From an optimization exercise on the open Yosys and OpenROAD flow, aimed at small area, a short achievable clock period and few clock cycles per item; shortcuts taken in it are not production practice. Only simulation tests tie the RTL to the original design; equivalence was not proved. No driver is modelled on the clock port, so clocking that relies on it looks cheaper here than on a real chip. No activity file was given, so power comes from the tool's default toggle rates.

Setup of run A:
==> flow/design.v <==
module lut (
    input  logic [4:0] i_frac_hi,
    output logic [6:0] o_value
);
    always_comb begin
        unique case (i_frac_hi)
            5'd0:                 o_value = 7'd3;    
            5'd1,  5'd2:          o_value = 7'd21;   
            5'd3,  5'd4:          o_value = 7'd40;   
            5'd5,  5'd6:          o_value = 7'd50;   
            5'd7,  5'd8:          o_value = 7'd67;   
            5'd9,  5'd10:         o_value = 7'd65;   
            5'd11, 5'd12:         o_value = 7'd64;   
            5'd13, 5'd14:         o_value = 7'd72;   
            5'd15, 5'd16:         o_value = 7'd82;   
            5'd17, 5'd18:         o_value = 7'd67;   
            5'd19, 5'd20:         o_value = 7'd50;   
            5'd21, 5'd22:         o_value = 7'd35;   
            5'd23, 5'd24:         o_value = 7'd22;   
            5'd25, 5'd26:         o_value = 7'd13;   
            5'd27, 5'd28:         o_value = 7'd6;    
            default:              o_value = 7'd1;    
        endcase
    end
endmodule
module lse_diff (
    input  logic [23:0] i_operand_a,
    input  logic [23:0] i_operand_bx,    
    input  logic        i_lse,           
    output logic [23:0] o_xs,            
    output logic [9:0]  o_frac,          
    output logic [3:0]  o_h_lo,          
    output logic        o_h_zero,        
    output logic        o_h_ones,        
    output logic        o_lo_nz,         
    output logic        o_ge             
);
    logic [24:0] s;
    logic [9:0]  lo_or;
    always_comb begin
        s = {i_operand_a[23], i_operand_a}
          + {i_operand_bx[23], i_operand_bx}
          + {24'd0, i_lse};
        o_ge = ~s[24];
        o_xs = !i_lse ? s[23:0] : (o_ge ? i_operand_a : ~i_operand_bx);
        lo_or[0] = 1'b0;
        for (int i = 1; i < 10; i++) lo_or[i] = lo_or[i-1] | s[i-1];
        o_frac = s[9:0] ^ ({10{o_ge}} & lo_or);
        o_h_lo   = s[13:10];
        o_h_zero = (s[23:14] == 10'd0);
        o_h_ones = (&s[23:14]);
        o_lo_nz  = |s[9:0];
    end
endmodule
module lse_corr (
    input  logic [9:0]  i_frac,
    input  logic [3:0]  i_h_lo,
    input  logic        i_h_zero,
    input  logic        i_h_ones,
    input  logic        i_lo_nz,
    input  logic        i_ge,
    input  logic        i_kill,          
    output logic [10:0] o_f,             
    output logic [6:0]  o_corr           
);
    logic [4:0]  sh_ge, sh_lt;
    logic        rng_ge, rng_lt;
    logic [3:0]  shift;
    logic [10:0] f;
    logic [6:0]  tab;
    lut u_lut (.i_frac_hi(f[9:5]), .o_value(tab));
    always_comb begin
        sh_ge  = {1'b0, i_h_lo} + {4'd0, i_lo_nz};
        sh_lt  = 5'd16 - {1'b0, i_h_lo};
        rng_ge = (i_h_zero && (sh_ge <= 5'd10)) || (i_h_ones && (&i_h_lo) && i_lo_nz);
        rng_lt = (i_h_ones && (i_h_lo != 4'd0) && (sh_lt <= 5'd10)) || (i_h_zero && (i_h_lo == 4'd0));
        shift  = i_ge ? (rng_ge ? sh_ge[3:0] : 4'hF)
                      : (rng_lt ? sh_lt[3:0] : 4'hF);
        f      = {1'b1, i_frac} >> shift;
        o_f    = i_kill ? 11'd0 : f;
        o_corr = i_kill ? 7'd0 : tab;
    end
endmodule
module lse_sum (
    input  logic [23:0] i_xs,
    input  logic [10:0] i_f,
    input  logic [6:0]  i_corr,
    output logic [23:0] o_result
);
    logic [11:0] fk, ck, cs_s, cs_c;
    logic [12:0] low;
    logic [11:0] hi;
    logic        sat;
    always_comb begin
        fk   = {1'b0, i_f};
        ck   = {5'd0, i_corr};
        cs_s = i_xs[11:0] ^ fk ^ ck;
        cs_c = (i_xs[11:0] & fk) | (i_xs[11:0] & ck) | (fk & ck);
        low  = {1'b0, cs_s} + {cs_c, 1'b0};
        hi   = low[12] ? i_xs[23:12] + 12'd1 : i_xs[23:12];
        sat  = ~i_xs[23] & (&i_xs[22:12]) & low[12];
        o_result = sat ? 24'h7FFFFF : {hi, low[11:0]};
    end
endmodule
module lse_add (
    input  logic [23:0] i_operand_a,
    input  logic [23:0] i_operand_b,
    input  logic [1:0]  i_pe_mode,
    output logic [23:0] o_result
);
    localparam logic [23:0] NEG_INF_VAL = 24'h800000;
    logic        lse, kill, h_zero, h_ones, lo_nz, ge;
    logic [23:0] bx, xs;
    logic [9:0]  frac;
    logic [3:0]  h_lo;
    logic [10:0] f;
    logic [6:0]  corr;
    always_comb begin
        lse  = (i_pe_mode == 2'b00);
        bx   = lse ? ~i_operand_b : i_operand_b;
        kill = !lse || (i_operand_a == NEG_INF_VAL) || (i_operand_b == NEG_INF_VAL);
    end
    lse_diff u_diff (
        .i_operand_a(i_operand_a), .i_operand_bx(bx), .i_lse(lse),
        .o_xs(xs), .o_frac(frac), .o_h_lo(h_lo), .o_h_zero(h_zero),
        .o_h_ones(h_ones), .o_lo_nz(lo_nz), .o_ge(ge)
    );
    lse_corr u_corr (
        .i_frac(frac), .i_h_lo(h_lo), .i_h_zero(h_zero),
        .i_h_ones(h_ones), .i_lo_nz(lo_nz), .i_ge(ge), .i_kill(kill),
        .o_f(f), .o_corr(corr)
    );
    lse_sum u_sum (
        .i_xs(xs), .i_f(f), .i_corr(corr),
        .o_result(o_result)
    );
endmodule
module lse_add_pe (
    input  logic        i_clk,
    input  logic        i_rst,
    input  logic        i_enable,
    input  logic [1:0]  i_pe_mode,
    input  logic [23:0] i_operand_a,
    input  logic [23:0] i_operand_b,
    output logic [23:0] o_result,
    output logic        o_valid_out
);
    localparam logic [23:0] NEG_INF_VAL = 24'h800000;
    logic        lse_d;
    logic [23:0] a_q, bx_q;
    logic        lse_q, v1_q;
    logic [23:0] xs_d, xs_q;
    logic [9:0]  frac_d, frac_q;
    logic [3:0]  h_lo_d, h_lo_q;
    logic        h_zero_d, h_zero_q, h_ones_d, h_ones_q;
    logic        lo_nz_d, lo_nz_q, ge_d, ge_q;
    logic        kill2_q, v2_q;
    logic [23:0] xs3_q;
    logic [10:0] f_d, f_q;
    logic [6:0]  corr_d, corr_q;
    logic        v3_q;
    logic [23:0] result_d;
    assign lse_d = (i_pe_mode == 2'b00);
    lse_diff u_diff (
        .i_operand_a(a_q), .i_operand_bx(bx_q), .i_lse(lse_q),
        .o_xs(xs_d), .o_frac(frac_d), .o_h_lo(h_lo_d), .o_h_zero(h_zero_d),
        .o_h_ones(h_ones_d), .o_lo_nz(lo_nz_d), .o_ge(ge_d)
    );
    lse_corr u_corr (
        .i_frac(frac_q), .i_h_lo(h_lo_q), .i_h_zero(h_zero_q),
        .i_h_ones(h_ones_q), .i_lo_nz(lo_nz_q), .i_ge(ge_q), .i_kill(kill2_q),
        .o_f(f_d), .o_corr(corr_d)
    );
    lse_sum u_sum (
        .i_xs(xs3_q), .i_f(f_q), .i_corr(corr_q),
        .o_result(result_d)
    );
    always_ff @(posedge i_clk) begin
        if (i_rst) begin
            v1_q        <= 1'b0;
            v2_q        <= 1'b0;
            v3_q        <= 1'b0;
            o_valid_out <= 1'b0;
        end else begin
            v1_q        <= i_enable;
            v2_q        <= v1_q;
            v3_q        <= v2_q;
            o_valid_out <= v3_q;
        end
        a_q      <= i_operand_a;
        bx_q     <= lse_d ? ~i_operand_b : i_operand_b;
        lse_q    <= lse_d;
        xs_q     <= xs_d;
        frac_q   <= frac_d;
        h_lo_q   <= h_lo_d;
        h_zero_q <= h_zero_d;
        h_ones_q <= h_ones_d;
        lo_nz_q  <= lo_nz_d;
        ge_q     <= ge_d;
        kill2_q  <= !lse_q || (a_q == NEG_INF_VAL) || (bx_q == ~NEG_INF_VAL);
        xs3_q    <= xs_q;
        f_q      <= f_d;
        corr_q   <= corr_d;
        o_result <= result_d;
    end
endmodule
export LEC_CHECK = 0
export ABC_AREA = 1
export CAP_MARGIN = 20
export CORE_MARGIN = 2
export CORE_UTILIZATION = 65
export CTS_BUF_LIST = sky130_fd_sc_hd__clkbuf_8
export SLEW_MARGIN = 20
create_clock -name core_clock -period 13.0 [get_ports {i_clk}]
standard.sh (not shown) runs the stock make flow with config.mk's settings and CLKGATE_MAP_FILE= SYNTH_SCRIPT=/design/flow/synth_recipe.tcl, a recipe that flattens the netlist after the stock synthesis.
==> flow/flow/run.sh <==
#!/bin/bash
# Layout flow: the standard flow (standard.sh) with its synthesis unchanged.
# Changes to the layout steps only:
#  - clock tree: flow/clock_tree.tcl builds a balanced two-level tree (port ->
#    2 clkbuf_16 -> 8 clkbuf_16 -> flip-flops) in place of TritonCTS's tree;
#  - timing repair aims for setup slack well past the clock period, so that the
#    achieved period (clock period less worst slack) shrinks;
#  - the port buffers are buf_1 cells (repair resizes the ones on critical paths).
# Each step's output goes to its own log here; ORFS keeps per-stage logs under orfs/logs/.
set -euo pipefail
here=$(pwd)
bash standard.sh synth > synth.log 2>&1
bash standard.sh SETUP_SLACK_MARGIN=9.75 \
  'BUFFER_PORTS_ARGS=-buffer_cell sky130_fd_sc_hd__buf_1' \
  "PRE_CTS_TCL=$here/flow/clock_tree.tcl" finish > layout.log 2>&1
==> flow/flow/clock_tree.tcl <==
# Clock tree built by hand before ORFS's CTS step (sourced as PRE_CTS_TCL).
#
# Two buffer levels: the clock port drives two sky130_fd_sc_hd__clkbuf_16 roots;
# each root drives four clkbuf_16 leaves; each leaf drives the clock pins of one
# eighth of the flip-flops. The flip-flops are split by placement into eight
# clusters of equal size (bisection by x, then y, then x); every buffer sits at
# the centre of what it drives. All flip-flops are two equal buffer levels away
# from the port, so the tree is balanced, and its insertion delay is smaller than
# that of TritonCTS's deeper tree. The nets are left out of TritonCTS, which would
# otherwise add further levels; detailed placement later legalizes the buffers.
set block [ord::get_db_block]
set clknet [$block findNet i_clk]
set bufm [[ord::get_db] findMaster sky130_fd_sc_hd__clkbuf_16]

proc bisect {items idx} {
  set s [lsort -integer -index $idx $items]
  set h [expr {[llength $s] / 2}]
  return [list [lrange $s 0 [expr {$h - 1}]] [lrange $s $h end]]
}

proc centre {items} {
  set sx 0
  set sy 0
  foreach s $items {
    incr sx [lindex $s 1]
    incr sy [lindex $s 2]
  }
  return [list [expr {$sx / [llength $items]}] [expr {$sy / [llength $items]}]]
}

# a buffer named name at pos, driven by innet; returns the net it drives
proc add_buf {block master name innet pos} {
  set buf [odb::dbInst_create $block $master $name]
  set net [odb::dbNet_create $block "${name}_net"]
  $net setSigType CLOCK
  [$buf findITerm A] connect $innet
  [$buf findITerm X] connect $net
  $buf setLocation [lindex $pos 0] [lindex $pos 1]
  $buf setPlacementStatus PLACED
  return $net
}

set sinks {}
foreach it [$clknet getITerms] {
  lassign [[$it getInst] getLocation] x y
  lappend sinks [list $it $x $y]
}
puts "clock_tree.tcl: [llength $sinks] clock sinks"

set skip [list i_clk]
set r 0
foreach half [bisect $sinks 1] {
  set rnet [add_buf $block $bufm "clkbuf_root_$r" $clknet [centre $half]]
  lappend skip [$rnet getName]
  set l 0
  foreach q [bisect $half 2] {
    foreach g [bisect $q 1] {
      set lnet [add_buf $block $bufm "clkbuf_leaf_${r}_$l" $rnet [centre $g]]
      lappend skip [$lnet getName]
      foreach s $g {
        set it [lindex $s 0]
        $it disconnect
        $it connect $lnet
      }
      puts "clock_tree.tcl: clkbuf_leaf_${r}_$l drives [llength $g] sinks"
      incr l
    }
  }
  incr r
}

set_cts_config -skip_nets $skip
Run A was carried through to the last stage, and its layout satisfied the timing, design-rule and antenna checks.
Testbench counts of run A, summed over its fixed seeds: cycles 8,032, items 8,000.
Input changes introduced in run B (baseline for comparison: run A):
--- a/flow/flow/run.sh
+++ b/flow/flow/run.sh
@@ -11,5 +11,5 @@
 here=$(pwd)
 bash standard.sh synth > synth.log 2>&1
-bash standard.sh SETUP_SLACK_MARGIN=9.75 \
+bash standard.sh SETUP_SLACK_MARGIN=9.5 \
   'BUFFER_PORTS_ARGS=-buffer_cell sky130_fd_sc_hd__buf_1' \
   "PRE_CTS_TCL=$here/flow/clock_tree.tcl" finish > layout.log 2>&1
Notes after the runs:
Summary of run B over run A: power lost 2.4%; routed via count moved down.
Run A → run B: routed length on met2 has decreased, post-layout net count has decreased, met3 track utilization from global routing has decreased.
Setup slack: run B less than run A
Clock network power across run A and run B: no real change.
As of run B, final wirelength had fallen by a few percent compared to run A.
#### Input delta (run C over run B)
--- a/flow/flow/run.sh
+++ b/flow/flow/run.sh
@@ -3,5 +3,5 @@
 # Changes to the layout steps only:
 #  - clock tree: flow/clock_tree.tcl builds a balanced two-level tree (port ->
-#    2 clkbuf_16 -> 8 clkbuf_16 -> flip-flops) in place of TritonCTS's tree;
+#    2 clkbuf_8 -> 8 clkbuf_8 -> flip-flops) in place of TritonCTS's tree;
 #  - timing repair aims for setup slack well past the clock period, so that the
 #    achieved period (clock period less worst slack) shrinks;
@@ -11,5 +11,5 @@
 here=$(pwd)
 bash standard.sh synth > synth.log 2>&1
-bash standard.sh SETUP_SLACK_MARGIN=9.5 \
+bash standard.sh SETUP_SLACK_MARGIN=9.6 \
   'BUFFER_PORTS_ARGS=-buffer_cell sky130_fd_sc_hd__buf_1' \
   "PRE_CTS_TCL=$here/flow/clock_tree.tcl" finish > layout.log 2>&1
--- a/flow/flow/clock_tree.tcl
+++ b/flow/flow/clock_tree.tcl
@@ -1,6 +1,6 @@
 # Clock tree built by hand before ORFS's CTS step (sourced as PRE_CTS_TCL).
 #
-# Two buffer levels: the clock port drives two sky130_fd_sc_hd__clkbuf_16 roots;
-# each root drives four clkbuf_16 leaves; each leaf drives the clock pins of one
+# Two buffer levels: the clock port drives two sky130_fd_sc_hd__clkbuf_8 roots;
+# each root drives four clkbuf_8 leaves; each leaf drives the clock pins of one
 # eighth of the flip-flops. The flip-flops are split by placement into eight
 # clusters of equal size (bisection by x, then y, then x); every buffer sits at
@@ -11,5 +11,5 @@
 set block [ord::get_db_block]
 set clknet [$block findNet i_clk]
-set bufm [[ord::get_db] findMaster sky130_fd_sc_hd__clkbuf_16]
+set bufm [[ord::get_db] findMaster sky130_fd_sc_hd__clkbuf_8]
 
 proc bisect {items idx} {
Findings:
- On post-layout minimum cycle time: between run B and run C, it ends up lower for run B.
- The portion of total power attributed to combinational logic number comes out lower for run B vs run C.
- Going from run B to run C, the total power was found to have gone down by 0.059 mW.
- Between run C and run B, it is run C whose global-route usage is lower, by 0.34 points.
--- input diff run C..run D ---
--- a/flow/flow/run.sh
+++ b/flow/flow/run.sh
@@ -3,5 +3,5 @@
 # Changes to the layout steps only:
 #  - clock tree: flow/clock_tree.tcl builds a balanced two-level tree (port ->
-#    2 clkbuf_8 -> 8 clkbuf_8 -> flip-flops) in place of TritonCTS's tree;
+#    2 clkbuf_16 -> 8 clkbuf_16 -> flip-flops) in place of TritonCTS's tree;
 #  - timing repair aims for setup slack well past the clock period, so that the
 #    achieved period (clock period less worst slack) shrinks;
@@ -11,5 +11,5 @@
 here=$(pwd)
 bash standard.sh synth > synth.log 2>&1
-bash standard.sh SETUP_SLACK_MARGIN=9.6 \
+bash standard.sh SETUP_SLACK_MARGIN=9.4 \
   'BUFFER_PORTS_ARGS=-buffer_cell sky130_fd_sc_hd__buf_1' \
   "PRE_CTS_TCL=$here/flow/clock_tree.tcl" finish > layout.log 2>&1
--- a/flow/flow/clock_tree.tcl
+++ b/flow/flow/clock_tree.tcl
@@ -1,6 +1,6 @@
 # Clock tree built by hand before ORFS's CTS step (sourced as PRE_CTS_TCL).
 #
-# Two buffer levels: the clock port drives two sky130_fd_sc_hd__clkbuf_8 roots;
-# each root drives four clkbuf_8 leaves; each leaf drives the clock pins of one
+# Two buffer levels: the clock port drives two sky130_fd_sc_hd__clkbuf_16 roots;
+# each root drives four clkbuf_16 leaves; each leaf drives the clock pins of one
 # eighth of the flip-flops. The flip-flops are split by placement into eight
 # clusters of equal size (bisection by x, then y, then x); every buffer sits at
@@ -11,5 +11,5 @@
 set block [ord::get_db_block]
 set clknet [$block findNet i_clk]
-set bufm [[ord::get_db] findMaster sky130_fd_sc_hd__clkbuf_8]
+set bufm [[ord::get_db] findMaster sky130_fd_sc_hd__clkbuf_16]
 
 proc bisect {items idx} {
### Flow results
When the final numbers for run C and run D were put side by side, the met3 usage in global routing turned out to be smaller in run C.
Of the two candidates, run C has the worse minimum period implied by the final worst setup slack and run D the better one.
Comparing run C and run D, the higher share of power burned in the clock network is on run D.
Clock input transition at the sequential cells of the worst setup and hold paths in run D is 0.04 ns below run C.
In run D relative to run C, post-route met1 wirelength had gone down by a few percent.
When the final numbers for run C and run D were put side by side, the overall power turned out to be smaller in run C.
Fmax: run D higher than run C
Comparing run C and run D, sequential share of layout area is lower on run D.
Modified inputs, run E compared to run D
--- a/flow/flow/run.sh
+++ b/flow/flow/run.sh
@@ -11,5 +11,5 @@
 here=$(pwd)
 bash standard.sh synth > synth.log 2>&1
-bash standard.sh SETUP_SLACK_MARGIN=9.4 \
+bash standard.sh SETUP_SLACK_MARGIN=9.3 \
   'BUFFER_PORTS_ARGS=-buffer_cell sky130_fd_sc_hd__buf_1' \
   "PRE_CTS_TCL=$here/flow/clock_tree.tcl" finish > layout.log 2>&1
## What came out
Run E vs. run D: sequential share of layout area held steady, core utilization held steady.
Run E against run D: first-pass GRT wire length was more or less identical, fraction of synthesized cell area in xor and xnor cells was more or less identical, number of vias per cell after detailed routing was more or less identical.
Run E -> run D: final area flat
As far as final critical delay including setup and external delays is concerned, run D and run E perform about the same.

port drivers added, routing unchanged:
Ports are ideal in the flow. The routed layouts listed here were re-timed in OpenROAD. Step 1: set_driving_cell puts a clkbuf_16 on i_clk and a buf_2 on each other input, an assumption about the parent block. Step 2 adds t to the input delays and takes it off the output delays; t is the mean of the earliest and latest rising clock arrival at the registers after step 1. Input paths then give back, and output paths get back, about the clock's delay inside the block. Three values: ideal ports, drivers, drivers and shift; two values: the first two.
| run | shift t [ns] | setup WS [ns] | hold slack, ns | worst slew at a driven data input, ns | pins driven straight from the clock port |
|---|---|---|---|---|---|
| run A | 0.363 | 9.665 / 9.607 / 9.700 | 0.329 / 0.329 / 0.329 | 0.05 | 2 |
| run B | 0.362 | 9.644 / 9.587 / 9.532 | 0.326 / 0.326 / 0.326 | 0.04 | 2 |
| run C | 0.382 | 9.630 / 9.582 / 9.674 | 0.329 / 0.329 / 0.329 | 0.05 | 2 |
| run D | 0.362 | 9.648 / 9.589 / 9.444 | 0.326 / 0.326 / 0.326 | 0.05 | 2 |
| run E | 0.364 | 9.648 / 9.589 / 9.592 | 0.325 / 0.325 / 0.325 | 0.04 | 2 |
After both steps setup and hold are still met in every run listed. For run D, which loses most, drivers alone change the setup slack by -0.059 ns; drivers and shift together by -0.204 ns.
